This is an optimization exercise on Yosys and OpenROAD, whose aim is small area, a short achievable clock period and few clock cycles, not a production implementation. The RTL was checked by simulation tests, not by an equivalence proof against the original design. Power is estimated from default activity; no workload was simulated.

==> flow/design.v <==
module processor (
    input         clk,
    input         rst,
    output [15:0] imem_addr,
    input  [15:0] imem_rdata,
    output [15:0] dmem_addr,
    input  [15:0] dmem_rdata,
    output [15:0] dmem_wdata,
    output        dmem_we
);
    reg  [15:0] pc;         
    reg  [15:0] ir;
    reg         iv;         
    reg         ld2;        
    reg         br2;        
    reg  [3:0]  brd;        
    reg  [15:0] maddr;
    reg  [15:0] wdata_r;
    reg         we_r;
    reg  [15:0] rf [0:15];
    wire [3:0] op = ir[15:12];
    wire [3:0] fd = ir[11:8];
    wire [3:0] fa = ir[7:4];
    wire [3:0] fb = ir[3:0];
    wire op_rr  = (op == 4'h8) | (op == 4'hB) | (op == 4'hC) | (op == 4'hF);
    wire op_br  = (op == 4'h4) | (op == 4'h5);
    wire op_mem = (op == 4'h1) | (op == 4'h2);
    reg [3:0] ra_addr;
    always @(*) begin
        if (br2)                 ra_addr = brd;
        else if (op_mem)         ra_addr = {2'b10, fd[1:0]};
        else if (op_rr | op_br)  ra_addr = fa;
        else                     ra_addr = fd;
    end
    wire [3:0]  rb_addr = (op == 4'h2) ? {2'b11, fd[3:2]} : fb;
    wire [15:0] ra = rf[ra_addr];
    wire [15:0] rb = rf[rb_addr];
    wire [15:0] sx8 = {{8{ir[7]}}, ir[7:0]};
    wire [15:0] zx8 = {8'h00, ir[7:0]};
    wire        zimm = (op == 4'hA) | (op == 4'hE);
    wire [15:0] opb = op_rr ? rb : op_mem ? {sx8[14:0], 1'b0} : zimm ? zx8 : sx8;
    wire        sub = (op == 4'hC) | (op == 4'hD) | (op == 4'hE);
    wire [15:0] sum = ra + (sub ? ~opb : opb) + {15'b0, sub};
    wire [15:0] lor = ra | opb;
    wire [15:0] lnand = ~(ra & opb);
    wire        sh_left = (fb[1:0] == 2'b01);
    wire        sh_fill = (fb[1:0] == 2'b11) & ra[15];
    wire [15:0] ra_rev;
    wire [15:0] shr;
    wire [15:0] shr_rev;
    genvar gi;
    generate for (gi = 0; gi < 16; gi = gi + 1) begin : g_rev
        assign ra_rev[gi] = ra[15 - gi];
        assign shr_rev[gi] = shr[15 - gi];
    end endgenerate
    wire [15:0] sh_in = sh_left ? ra_rev : ra;
    wire [15:0] sh1 = fa[0] ? {sh_fill, sh_in[15:1]} : sh_in;
    wire [15:0] sh2 = fa[1] ? {{2{sh_fill}}, sh1[15:2]} : sh1;
    wire [15:0] sh4 = fa[2] ? {{4{sh_fill}}, sh2[15:4]} : sh2;
    assign shr      = fa[3] ? {{8{sh_fill}}, sh4[15:8]} : sh4;
    wire [15:0] shres = sh_left ? shr_rev : shr;
    reg [15:0] alu;
    always @(*) begin
        case (op)
            4'h0:        alu = shres;
            4'h6, 4'hF:  alu = lor;
            4'h7, 4'hB:  alu = lnand;
            default:     alu = sum;
        endcase
    end
    wire alu_wr = iv & ~br2 & ~ld2 & ((op == 4'h0) | (op[3] | (op[2] & op[1])));
    wire rf_we = alu_wr | ld2;
    wire [3:0]  waddr = ld2 ? {2'b11, fd[3:2]} : fd;
    wire [15:0] wdata = ld2 ? dmem_rdata : alu;
    always @(posedge clk)
        if (rf_we) rf[waddr] <= wdata;
    wire eq     = (ra == rb);
    wire ex     = iv & ~br2 & ~ld2;
    wire taken  = ex & op_br & (eq ^ op[0]);
    wire is_ld  = ex & (op == 4'h1);
    wire is_jmp = ex & (op == 4'h3);
    wire [15:0] pc_inc = pc + (is_jmp ? {{4{ir[11]}}, ir[11:0]} : 16'd2);
    always @(posedge clk) begin
        maddr   <= sum;
        wdata_r <= rb;
        brd     <= fd;
        if (rst) begin
            pc  <= 16'h0000;
            iv  <= 1'b0;
            ld2 <= 1'b0;
            br2 <= 1'b0;
            we_r <= 1'b0;
        end else begin
            we_r <= ex & (op == 4'h2);
            ld2  <= is_ld;
            br2  <= taken;
            if (br2) begin
                pc <= ra;
                iv <= 1'b0;
            end else if (is_jmp) begin
                pc <= pc_inc;
                iv <= 1'b0;
            end else if (!is_ld) begin
                pc <= pc_inc;
                ir <= imem_rdata;
                iv <= ~taken;
            end
        end
    end
    assign imem_addr  = pc;
    assign dmem_addr  = maddr;
    assign dmem_wdata = wdata_r;
    assign dmem_we    = we_r;
endmodule
==> flow/run.sh <==
#!/bin/bash
# synth_recipe.tcl (not shown) runs the flow's synth.tcl, then flattens the netlist and writes it again
# the make line also repeats each setting of config.mk as NAME=value (left out here)
make -C /OpenROAD-flow-scripts/flow DESIGN_CONFIG=/design/flow/config.mk WORK_HOME=/design/flow/orfs CLKGATE_MAP_FILE= SYNTH_SCRIPT=/design/flow/synth_recipe.tcl finish
==> flow/config.mk <==
export PLATFORM = sky130hd
export DESIGN_NAME = processor
export DESIGN_NICKNAME = processor
export VERILOG_FILES = /design/flow/design.v
export SDC_FILE = /design/flow/constraint.sdc
export NUM_CORES = 4
export LEC_CHECK = 0
export CAP_MARGIN = 20
export CORE_MARGIN = 2
export CORE_UTILIZATION = 40
export SLEW_MARGIN = 20
==> flow/constraint.sdc <==
create_clock -name core_clock -period 11.0 [get_ports {clk}]
set_input_delay 2.2000 -clock core_clock [delete_from_list [all_inputs] [get_ports {clk}]]
set_output_delay 2.2000 -clock core_clock [all_outputs]
set_load 0.01 [all_outputs]
==> notes.md <==
synth_stat cells, types with 5 or more instances:
library cell                  n  area share, %
sky130_fd_sc_hd__edfxtp_1   272             41
sky130_fd_sc_hd__mux2i_1    234             12
sky130_fd_sc_hd__nand2_1    151            2.8
sky130_fd_sc_hd__nor2_1     108            2.0
sky130_fd_sc_hd__a21oi_1     86            2.2
sky130_fd_sc_hd__mux4_2      76            8.6
sky130_fd_sc_hd__clkbuf_1    61            1.1
sky130_fd_sc_hd__dfxtp_1     56            5.6
sky130_fd_sc_hd__o21ai_0     53            1.3
sky130_fd_sc_hd__xnor2_1     41            1.8
sky130_fd_sc_hd__nor3_1      40            1.0
sky130_fd_sc_hd__a211oi_1    36            1.4
sky130_fd_sc_hd__nand3_1     35           0.88
sky130_fd_sc_hd__inv_1       30           0.56
sky130_fd_sc_hd__ha_1        29            1.8
sky130_fd_sc_hd__buf_2       28           0.70
sky130_fd_sc_hd__a22oi_1     26           0.98
sky130_fd_sc_hd__a31oi_1     23           0.72
sky130_fd_sc_hd__xor2_1      21           0.92
sky130_fd_sc_hd__mux2_2      20            1.1
sky130_fd_sc_hd__and2_1      19           0.60
sky130_fd_sc_hd__buf_4       17           0.64
sky130_fd_sc_hd__o211ai_1    17           0.64
sky130_fd_sc_hd__nor2b_1     15           0.47
sky130_fd_sc_hd__o22ai_1     15           0.47
sky130_fd_sc_hd__a311oi_1    12           0.53
sky130_fd_sc_hd__buf_1       12           0.23
sky130_fd_sc_hd__and3_1      10           0.31
sky130_fd_sc_hd__nand2b_1     9           0.28
sky130_fd_sc_hd__a21o_1       8           0.30
sky130_fd_sc_hd__a221oi_1     8           0.35
sky130_fd_sc_hd__a32oi_1      8           0.35
sky130_fd_sc_hd__nand4_1      8           0.25
sky130_fd_sc_hd__o311ai_0     8           0.35
sky130_fd_sc_hd__o31ai_1      8           0.30
sky130_fd_sc_hd__nor4_1       7           0.22
sky130_fd_sc_hd__o21bai_1     7           0.26
sky130_fd_sc_hd__or3_1        7           0.22
sky130_fd_sc_hd__a2111oi_0    5           0.22
sky130_fd_sc_hd__a221o_1      5           0.25
sky130_fd_sc_hd__a32o_1       5           0.25
cells by family (layout without fill, tap and decap cells):
group / count (synthesis) / in the layout / share of synthesized area [%]
AOI/OAI and AO/OA: 388 / 388 / 13.7
xor gates and xnor gates: 62 / 62 / 2.72
adders and majority gates: 30 / 30 / 1.92
buffers and inverters: 154 / 241 / 3.54
DFF: 328 / 328 / 46.5
muxes: 332 / 332 / 21.6
other: 0 / 1 / 0
and+or+nand+nor: 429 / 429 / 9.95
where the power goes:
part / total [mW] / internal, mW / switching [mW] / leakage [nW]
Combinational: 1.49 / 0.536 / 0.952 / 4.76
Sequential: 1.66 / 1.62 / 0.0462 / 2.93
Clock: 1.18 / 0.655 / 0.521 / 0.540
cell type report:
class	count	share of cell area, %
Antenna cell	1	0.0110
Sequential cell	328	40.7
Clock buffer	41	4.21
Timing Repair Buffer	142	5.60
Tap cell	664	3.64
Clock inverter	26	0.701
Multi-Input combinational cell	1241	44.6
Inverter	32	0.526
final timing paths:
kind / from / end / slack, ns / depth (start not counted)
worst max-delay path: ir[13] / rf[2][7] / 3.16 / 20
worst min-delay path: ir[8] / brd[0] / 0.48 / 0
worst max register to register: ir[13] / rf[2][7] / 3.16 / 20
worst min register to register: ir[8] / brd[0] / 0.48 / 0
critical path: cells and delay by family (launching register included):
kind                     cells  cell delay [ns]
multiplexers                 5             1.50
AO/OA/AOI/OAI                7             2.09
adder cells (fa/ha/maj)      1             0.39
buffers and inverters        3             1.45
XOR/XNOR                     1             0.12
AND/OR/NAND/NOR              3             1.02
flip-flops                   1             0.85
state kept, by name (all words and copies together) (netlist names):
| signal | cells |
|---|---|
| pc | 16 |
| brd | 4 |
| ir | 16 |
| we_r | 1 |
| ld2 | 1 |
| rf | 256 |
| iv | 1 |
| br2 | 1 |
| maddr | 16 |
| wdata_r | 16 |
per-layer routing:
layer,up-vias,share of wire [%]
met5,-,0
met4,0,4.9
met3,167,8.5
met2,864,47
met1,7942,40
li1,6857,-
==> metrics.log <==
[metrics] outcome: timing/DRC/antenna clean
[metrics] Final setup viols: 0
[metrics] Port Buffer Count: 82
[metrics] async set-reset flop share out of synthesis: 0%
[metrics] instance count after placement with tap cells included: 2,405
[metrics] total number of yosys warnings: 1
[metrics] Max-Cap Viols: 0
[metrics] Area growth syn-to-layout: 14.4%
[metrics] post-placement cell area: ~22,000 um^2
[metrics] element type at the critical path end: register
[metrics] CTS tree: yes
[metrics] Max Root-Sink Buffers: 3
[metrics] cell count after synthesis: 1,723
[metrics] worst-path cell chain: nor4b_4 > buf_6 > mux2_4 > buf_4 > buf_4 > mux2i_1 > mux2i_1 > mux2i_1 > mux2i_1 > nand2_1 > o21ai_0 > xnor2_1 > ha_1 > and3_1 > a41oi_1 > o311ai_1 > a32o_1 > o211ai_1 > o21ai_0 > a211oi_4
[metrics] routing usage on met2: 44.9%
[metrics] Max VDD drop: around 0.11 mV
[metrics] number of H-tree levels: 2
[metrics] via count of the first global-routing pass: 15,400
[metrics] cell type of the slowest stage on the worst timing path: sky130_fd_sc_hd__edfxtp_1
[metrics] effective utilization at floorplan: 40.6%
[metrics] setup repair after global routing missed its margin: no
[metrics] shortest clock period the worst path allows after layout: ~7.8 ns
[metrics] worst hold-check path type: register to register
[metrics] arrival time worst endpoint: a little over 8 ns
[metrics] number of different library cells in the post-synthesis netlist: 89
[metrics] critical setup path kind: register to register
[metrics] Util after Layout: approximately 46%
[metrics] summed area of non-filler cells in the final layout: around 23,000 um^2
[metrics] Cell Area, Synth: 20,000 um^2
[metrics] insertion delay to the later sink of the worst-skew pair: about 0.57 ns
[metrics] clock slew at the register clock pins of the worst setup and hold paths: approximately 0.070 ns
[metrics] maximum clock frequency: between 0.1 and 0.15 GHz
[metrics] total CTS buffers: 37
[metrics] Critical Path Source Type: register
[metrics] final worst-path setup slack: 3.16 ns
[metrics] die outline height: between 200 and 250 um
[metrics] RePlAce Congestion: ~0.95
[metrics] power density relative to cell area: between 150 and 200 nW/um^2
[metrics] Post-Syn Area per Cell: about 12 um^2
[metrics] total number of vias: 15,800
[metrics] commonest cells after routing, fill and taps aside: sky130_fd_sc_hd__edfxtp_1 (272), sky130_fd_sc_hd__mux2i_1 (232), sky130_fd_sc_hd__nand2_1 (151), sky130_fd_sc_hd__nor2_1 (96), sky130_fd_sc_hd__a21oi_1 (84)
[metrics] worst-case setup slack after placement: roughly 2.8 ns
[metrics] sequential cell area: approximately 9300 um^2
[metrics] CP peak stage delay: 0.85 ns
[metrics] sequential area share after synthesis: 46.5%
[metrics] Most Crowded Layer GR: met2
[metrics] Antenna Violating Nets Remaining: 0
[metrics] Final TNS setup: 0 ns
[metrics] number of enable flip-flop cells after synthesis: between 200 and 300
[metrics] number of violations reported at the end of detailed-routing iteration 0: ~1,600
[metrics] clock tree root driver cell: sky130_fd_sc_hd__clkbuf_16
[metrics] Critical Path RT: roughly 11 ns
[metrics] layout cells sized above 1: between 10 and 15%
[metrics] static power due to leakage: about 8.2 nW
[metrics] global-route wire length before repair: about 100,000 um
[metrics] core region area: approximately 49,000 um^2
[metrics] post-route worst hold slack: 0.477 ns
[metrics] non-filler instance count after layout: about 2,500
[metrics] number of fill cells in the layout: around 4,400
[metrics] Die Area: slightly above 50,000 um^2
[metrics] Final HPWL DP: a little under 50,000 um
[metrics] total length of routed wires: 71,100 um
[metrics] most common library cell in the layout ignoring fill and taps: sky130_fd_sc_hd__edfxtp_1
[metrics] I/O pin count: 83
[metrics] hold violation total from the final report: 0
[metrics] crit-path most repeated cell: sky130_fd_sc_hd__mux2i_1
[metrics] Slew Limit Fails: 0
[metrics] post-route fraction of the period consumed by the critical path: between 70% and 80%
[metrics] setup clock skew after layout: between 0.03 and 0.04 ns
[metrics] number of antenna violations at the first check in global routing: 0
[metrics] number of sinks on the clock net: 328
[metrics] horizontal extent of the die: 227 um
[metrics] Slew Limit Headroom: 25.5%
[metrics] total global routing overflow: 0
[metrics] Placement Rows: ~80
[metrics] Post-CTS Setup Inserts: 0
[metrics] maximum number of pins on one net before global-route repair: 53
[metrics] aggregate global-route resource usage: about 28%
[metrics] grt met3 use: 4.07%
[metrics] CTS Hold Bufs: 0
[metrics] power consumption: between 4 and 5 mW
[metrics] Critical Path Fanout Max: 40
[metrics] final-stage net count: 1,846
[metrics] number of nets produced by synthesis: 1,787
[metrics] WL per Instance: between 20 and 30 um
[metrics] GR Layer Usage met1: between 30% and 40%
[metrics] via-per-instance ratio: about 6.4
[metrics] Slew @ Worst Pin: 1.12 ns
[metrics] 1st-pass router iterations: 8
[metrics] DRC violation count after routing: 0
[metrics] register bit count reported by yosys: approximately 330
[metrics] predominant post-synthesis flop cell: sky130_fd_sc_hd__edfxtp_1
[metrics] area of the multi-input gates: roughly 10,000 um^2
[metrics] post_cts resized: 0
Testbench counts, summed over its fixed seeds: cycles 37,232.

==> separate check: timing with driven ports <==
The flow's constraints put no driver on any port. The routed layout listed below was extracted and timed again, unchanged, in two steps. Step 1 assumes that a clkbuf_16 drives the clock port and a buf_2 every other input. Step 2 adds t to the input delays and takes it off the output delays; t is the mean of the earliest and latest rising clock arrival at the registers after step 1. Input paths then give back, and output paths get back, about the clock's delay inside the block. Slacks: no drivers / after step 1 / after step 2; pairs: no drivers / after step 1.
t, ns: 0.613
setup WS [ns]: 3.160 / 3.160 / 3.160
hold slack, ns: 0.477 / 0.477 / 0.477
slew at the worst register clock pin (ns): 0.07 / 0.07
pins driven straight from the clock port: 1
After both steps setup and hold are still met in this run. The setup slack of this run moves by 0.000 ns with the drivers and by 0.000 ns with both steps.
